This design comes from an exercise in tuning for small area on the open sky130 flow, not from production work. Only simulation tests tie the RTL to the original design; equivalence was not proved. No activity file was given, so power comes from the tool's default toggle rates.

==> xenon <==
==> flow/design.v <==
`timescale 1ns / 1ps
module UltrasonicController
(
    input clk,
    input rst,
    output us_trig_pin,
    input  us_echo_pin,
    output [6:0]  seg,
    output [3:0]  an,
    output [11:0] led
);
localparam [22:0] T_LAST  = 23'h3e217b;
localparam [22:0] T_999   = 23'h044111;
localparam [22:0] T_999M  = 23'h054511;
localparam [12:0] TM_LAST = 13'h0dc0;
localparam [22:0] TODD    = 23'h2aaaaa;
localparam [14:0] AODD    = 15'h2aaa;
reg        r1;
reg        e1, e2;
reg [22:0] T;
reg        q;
reg [14:0] AL;
reg [1:0]  AH;
reg [12:0] Tm;
reg [4:0]  m;
reg [2:0]  u;
reg        flag;
function [6:0] pat;
    input [3:0] d;
    case (d)
        4'd0 : pat = 7'b1000000;
        4'd1 : pat = 7'b1111001;
        4'd2 : pat = 7'b0100100;
        4'd3 : pat = 7'b0110000;
        4'd4 : pat = 7'b0011001;
        4'd5 : pat = 7'b0010010;
        4'd6 : pat = 7'b0000010;
        4'd7 : pat = 7'b1111000;
        4'd8 : pat = 7'b0000000;
        default : pat = 7'b0010000;
    endcase
endfunction
wire [22:0] Tl    = T ^ TODD;
wire        t_fb  = ~(Tl[22] ^ Tl[17]);
wire        t_clr = r1 | (T == T_LAST);
wire        t_999 = ((T & T_999M) == T_999);
wire [14:0] ALl     = AL ^ AODD;
wire        al_zero = (ALl[13:0] == 14'd0);
wire        al_last = al_zero & ~ALl[14];
wire        al_fb   = ALl[14] ^ ALl[13] ^ al_zero;
wire [1:0]  AH_n    = AH + {1'b0, al_last};
wire tm_last = (Tm == TM_LAST);
wire tm_fb   = ~(Tm[12] ^ Tm[11]);
wire step    = e2 & tm_last;
wire       sat = (m == 5'd20);
reg  [4:0] m_n;
reg  [2:0] u_n;
always @* begin
    m_n = m; u_n = u;
    if (step) begin
        if (!flag) begin
            m_n = 0; u_n = 0;
        end
        else if (!sat) begin
            if (u == 3'd4) begin
                u_n = 0; m_n = m + 5'd1;
            end
            else u_n = u + 3'd1;
        end
    end
end
always @(posedge clk) begin
    r1 <= rst;
    e1 <= us_echo_pin;
    e2 <= e1 & ~r1;
    T <= t_clr ? 23'd0 : ({Tl[21:0], t_fb} ^ TODD);
    q <= t_clr | (q & ~t_999);
    if (r1) begin
        AL   <= AODD;
        AH   <= 2'd3;
        Tm   <= 0;
        m    <= 0;
        u    <= 0;
        flag <= 0;
    end
    else begin
        AL   <= {ALl[13:0], al_fb} ^ AODD;
        AH   <= AH_n;
        if (e2) Tm <= tm_last ? 13'd0 : {Tm[11:0], tm_fb};
        m    <= m_n;
        u    <= u_n;
        flag <= e2 & (step | flag);
    end
end
assign us_trig_pin = ~r1 & q;
assign an = r1 ? 4'b1111 :
            (AH_n == 2'd0) ? 4'b1110 :
            (AH_n == 2'd1) ? 4'b1101 :
            (AH_n == 2'd2) ? 4'b1011 : 4'b0111;
reg [11:0] therm;
integer k;
always @* begin
    for (k = 0; k < 12; k = k + 1)
        therm[k] = (m_n >= k);
end
assign led = r1 ? 12'd0 : therm;
wire [3:0] units = {1'b0, u} + (m[0] ? 4'd5 : 4'd0);
wire [3:0] tens  = {1'b0, m[4:1]};
wire [3:0] digit = sat ? 4'd8 :
                   (AH == 2'd0) ? units :
                   (AH == 2'd1) ? tens : 4'd0;
assign seg = (r1 || AH == 2'd3) ? 7'b1111111 : pat(digit);
endmodule
==> flow/run.sh <==
#!/bin/bash
# synth_recipe.tcl (not shown) runs the flow's synth.tcl, then flattens the netlist and writes it again
# the make line also repeats each setting of config.mk as NAME=value (left out here)
make -C /OpenROAD-flow-scripts/flow DESIGN_CONFIG=/design/flow/config.mk WORK_HOME=/design/flow/orfs CLKGATE_MAP_FILE= SYNTH_SCRIPT=/design/flow/synth_recipe.tcl finish
==> flow/config.mk <==
export PLATFORM = sky130hd
export DESIGN_NAME = UltrasonicController
export DESIGN_NICKNAME = UltrasonicController
export VERILOG_FILES = /design/flow/design.v
export SDC_FILE = /design/flow/constraint.sdc
export NUM_CORES = 4
export LEC_CHECK = 0
export CAP_MARGIN = 20
export CORE_MARGIN = 2
export CORE_UTILIZATION = 40
export SLEW_MARGIN = 20
==> flow/constraint.sdc <==
create_clock -name core_clock -period 10.0 [get_ports {clk}]
set_input_delay 2.0000 -clock core_clock [delete_from_list [all_inputs] [get_ports {clk}]]
set_output_delay 2.0000 -clock core_clock [all_outputs]
set_load 0.01 [all_outputs]
==> inputs of delta, as changes to xenon <==
==> flow/design.v (replaced) <==
`timescale 1ns / 1ps
module UltrasonicController
(
    input clk, 
    input rst,
    output reg us_trig_pin,
    input  us_echo_pin,
    output reg [6:0]  seg,
    output reg [3:0]  an,
    output reg [11:0] led 
);
reg echo ;
reg trigger ;
reg [31:0] trig_counter; 
reg [31:0] timer_counter; 
reg [11:0] i; 
reg [11:0] i_temp;
reg [11:0] i_bcd ;
reg [16:0] anot_counter; 
reg [1:0]  anot_indicator ; 
always @(posedge clk) begin
  if (rst) begin
    anot_counter  <= 0;
    trig_counter  <= 0;
    timer_counter <= 0;
    i             <= 0;
    i_temp        <= 0;
    i_bcd         <= 0;
    echo          <= 0;
    us_trig_pin   <= 0;
    an            <= 4'b1111;
    seg           <= 7'b1111111;
    led           <= 12'b0;
  end
  else begin
    anot_counter <= anot_counter + 1;
    case (anot_counter[16:15])
        2'b00 : an <= 4'b1110;
        2'b01 : an <= 4'b1101;
        2'b10 : an <= 4'b1011;
        default : an <= 4'b0111;
    endcase
    echo <= us_echo_pin;
    if (trig_counter == 6000000) begin  
        trig_counter <= 0;
    end
    else begin
        trig_counter <= trig_counter + 1; 
    end
    if(trig_counter < 1000) begin  
        us_trig_pin <= 1;
    end
    else begin
        us_trig_pin <= 0;
    end
    if(us_echo_pin == 1) begin
        if (timer_counter == 5882) begin
            timer_counter <= 0; 
            i <= i + 1; 
            i_temp <= i;
        end
        else begin
            timer_counter <= timer_counter + 1;
        end 
    end
    if(us_echo_pin == 0) begin
        i <= 0 ; 
    end
    if      (i_temp < 5)  led <= 12'b000000000001; 
    else if (i_temp < 10) led <= 12'b000000000011;
    else if (i_temp < 15) led <= 12'b000000000111;
    else if (i_temp < 20) led <= 12'b000000001111;
    else if (i_temp < 25) led <= 12'b000000011111;
    else if (i_temp < 30) led <= 12'b000000111111;
    else if (i_temp < 35) led <= 12'b000001111111;
    else if (i_temp < 40) led <= 12'b000011111111;
    else if (i_temp < 45) led <= 12'b000111111111;
    else if (i_temp < 50) led <= 12'b001111111111;
    else if (i_temp < 55) led <= 12'b011111111111;
    else                  led <= 12'b111111111111;
    if (i_temp < 10)       i_bcd <= i_temp; 
    else if (i_temp < 20)  i_bcd <= i_temp + 6;
    else if (i_temp < 30)  i_bcd <= i_temp + 12;
    else if (i_temp < 40)  i_bcd <= i_temp + 18;
    else if (i_temp < 50)  i_bcd <= i_temp + 24;
    else if (i_temp < 60)  i_bcd <= i_temp + 30;
    else if (i_temp < 70)  i_bcd <= i_temp + 36;
    else if (i_temp < 80)  i_bcd <= i_temp + 42;
    else if (i_temp < 90)  i_bcd <= i_temp + 48;
    else if (i_temp < 100) i_bcd <= i_temp + 54;
    else                   i_bcd <= 12'b100010001000;
    if (an == 4'b1110) begin
        case(i_bcd[3:0])
            4'b0000 : seg <= 7'b1000000;
            4'b0001 : seg <= 7'b1111001;
            4'b0010 : seg <= 7'b0100100;
            4'b0011 : seg <= 7'b0110000;
            4'b0100 : seg <= 7'b0011001;
            4'b0101 : seg <= 7'b0010010;
            4'b0110 : seg <= 7'b0000010;
            4'b0111 : seg <= 7'b1111000;
            4'b1000 : seg <= 7'b0000000;
            default : seg <= 7'b0010000;
        endcase
    end
    if (an == 4'b1101) begin
        case(i_bcd[7:4])
            4'b0000 : seg <= 7'b1000000;
            4'b0001 : seg <= 7'b1111001;
            4'b0010 : seg <= 7'b0100100;
            4'b0011 : seg <= 7'b0110000;
            4'b0100 : seg <= 7'b0011001;
            4'b0101 : seg <= 7'b0010010;
            4'b0110 : seg <= 7'b0000010;
            4'b0111 : seg <= 7'b1111000;
            4'b1000 : seg <= 7'b0000000;
            default : seg <= 7'b0010000;
        endcase
    end
    if (an == 4'b1011) begin
        case(i_bcd[11:8])
            4'b0000 : seg <= 7'b1000000;
            4'b0001 : seg <= 7'b1111001;
            4'b0010 : seg <= 7'b0100100;
            4'b0011 : seg <= 7'b0110000;
            4'b0100 : seg <= 7'b0011001;
            4'b0101 : seg <= 7'b0010010;
            4'b0110 : seg <= 7'b0000010;
            4'b0111 : seg <= 7'b1111000;
            4'b1000 : seg <= 7'b0000000;
            default : seg <= 7'b0010000;
        endcase
    end
    if (an == 4'b0111) begin
        seg <= 7'b1111111;
    end
  end
end
endmodule
==> inputs of maple, as changes to xenon <==
==> flow/design.v (replaced) <==
`timescale 1ns / 1ps
module UltrasonicController
(
    input clk,
    input rst,
    output us_trig_pin,
    input  us_echo_pin,
    output [6:0]  seg,
    output [3:0]  an,
    output [11:0] led
);
reg        r1;
reg        e1, e2;
reg [22:0] T;
reg [16:0] A;
reg [12:0] Tm;
reg [6:0]  cnt;
reg        flag;
function [6:0] pat;
    input [3:0] d;
    case (d)
        4'd0 : pat = 7'b1000000;
        4'd1 : pat = 7'b1111001;
        4'd2 : pat = 7'b0100100;
        4'd3 : pat = 7'b0110000;
        4'd4 : pat = 7'b0011001;
        4'd5 : pat = 7'b0010010;
        4'd6 : pat = 7'b0000010;
        4'd7 : pat = 7'b1111000;
        4'd8 : pat = 7'b0000000;
        default : pat = 7'b0010000;
    endcase
endfunction
wire       step  = e2 && (Tm == 13'd5882);
wire [6:0] cnt_n = !step ? cnt : !flag ? 7'd0 : (cnt == 7'd100) ? cnt : cnt + 7'd1;
wire [16:0] A_n = A + 17'd1;
always @(posedge clk) begin
    r1 <= rst;
    e1 <= us_echo_pin;
    e2 <= e1 & ~r1;
    if (r1) begin
        T    <= 0;
        A    <= 17'h1ffff;
        Tm   <= 0;
        cnt  <= 0;
        flag <= 0;
    end
    else begin
        T    <= (T == 23'd6000000) ? 23'd0 : T + 23'd1;
        A    <= A_n;
        if (e2) Tm <= (Tm == 13'd5882) ? 13'd0 : Tm + 13'd1;
        cnt  <= cnt_n;
        flag <= e2 && (step || flag);
    end
end
assign us_trig_pin = !r1 && (T < 23'd1000);
assign an = r1 ? 4'b1111 :
            (A_n[16:15] == 2'd0) ? 4'b1110 :
            (A_n[16:15] == 2'd1) ? 4'b1101 :
            (A_n[16:15] == 2'd2) ? 4'b1011 : 4'b0111;
reg [11:0] therm;
integer k;
always @* begin
    for (k = 0; k < 12; k = k + 1)
        therm[k] = (cnt_n >= 5 * k);
end
assign led = r1 ? 12'd0 : therm;
wire       big   = (cnt >= 7'd100);
wire [3:0] tens  = cnt / 10;
wire [3:0] units = cnt % 10;
wire [3:0] digit = (A[16:15] == 2'd0) ? (big ? 4'd8 : units) :
                   (A[16:15] == 2'd1) ? (big ? 4'd8 : tens) :
                                        (big ? 4'd8 : 4'd0);
assign seg = (r1 || A[16:15] == 2'd3) ? 7'b1111111 : pat(digit);
endmodule
==> results.txt <==
Post-layout utilization of the core: xenon 0.493; delta 0.466; maple 0.463
Compound-Gate Fraction of Synth Area: xenon 0.131; delta 0.145; maple 0.178
Proportion of power drawn by the clock network: xenon 0.397; delta 0.483; maple 0.340
Clock-net power: xenon 0.000231 W; delta 0.000596 W; maple 0.000226 W
Relative contribution of sequential cells to total power: xenon 0.490; delta 0.494; maple 0.454
Latest clock arrival within the worst-skew pair: xenon 0.34 ns; delta 0.42 ns; maple 0.34 ns
Relative slew slack: xenon 0.566; delta 0.307; maple 0.350
CTS H-Tree Depth: xenon 3; delta 4; maple 3
Xor-xnor portion of the synthesized cell area: xenon 0.0154; delta 0.0917; maple 0.0977
Outcome: xenon no timing/DRC/antenna violations; delta no timing/DRC/antenna violations; maple no timing/DRC/antenna violations
Final Non-Filler Cells: xenon 435; delta 1215; maple 664
Number of sinks driven by the clock tree: xenon 66; delta 150; maple 64
Total of fill cells in the finished design: xenon 689; delta 1869; maple 960
Cell variety after synth: xenon 57; delta 70; maple 67
Critical path class: xenon reg -> out; delta reg -> reg; maple reg -> out
Data arrival time of the critical path: xenon 3.27 ns; delta 4.70 ns; maple 4.82 ns
Beginning of the worst hold path: xenon AL[12]; delta anot_counter[0]; maple A[0]
Die H: xenon 88.2 um; delta 143 um; maple 103 um
Average via count per standard cell: xenon 5.01; delta 5.32; maple 5.37

## afterwards: timing with drivers on the ports
In the flow no input, the clock included, has a driving cell. The finished layouts below were timed again as built, in two steps.
Step 1 sets driving cells, clkbuf_16 on the clock port and buf_2 on the other inputs (assumed; they add their load-dependent delay and slew).
Step 2, shift: input delay + t, output delay - t, t = (earliest + latest rising clock arrival at the registers) / 2. This alone moves slack from input paths to output paths.
Slacks: ideal ports / drivers / drivers and shift; pairs: ideal ports / drivers.
run	t, ns	slack for setup (ns)	worst setup path after step 2
xenon	0.363	4.729 / 4.702 / 5.065	register to output
delta	0.460	5.619 / 5.619 / 5.357	input to register
maple	0.369	3.177 / 3.145 / 3.514	register to output
After both steps setup and hold are still met in every run listed. The setup slack of delta, which loses most, moves by 0.000 ns with the drivers and by -0.262 ns with both steps.
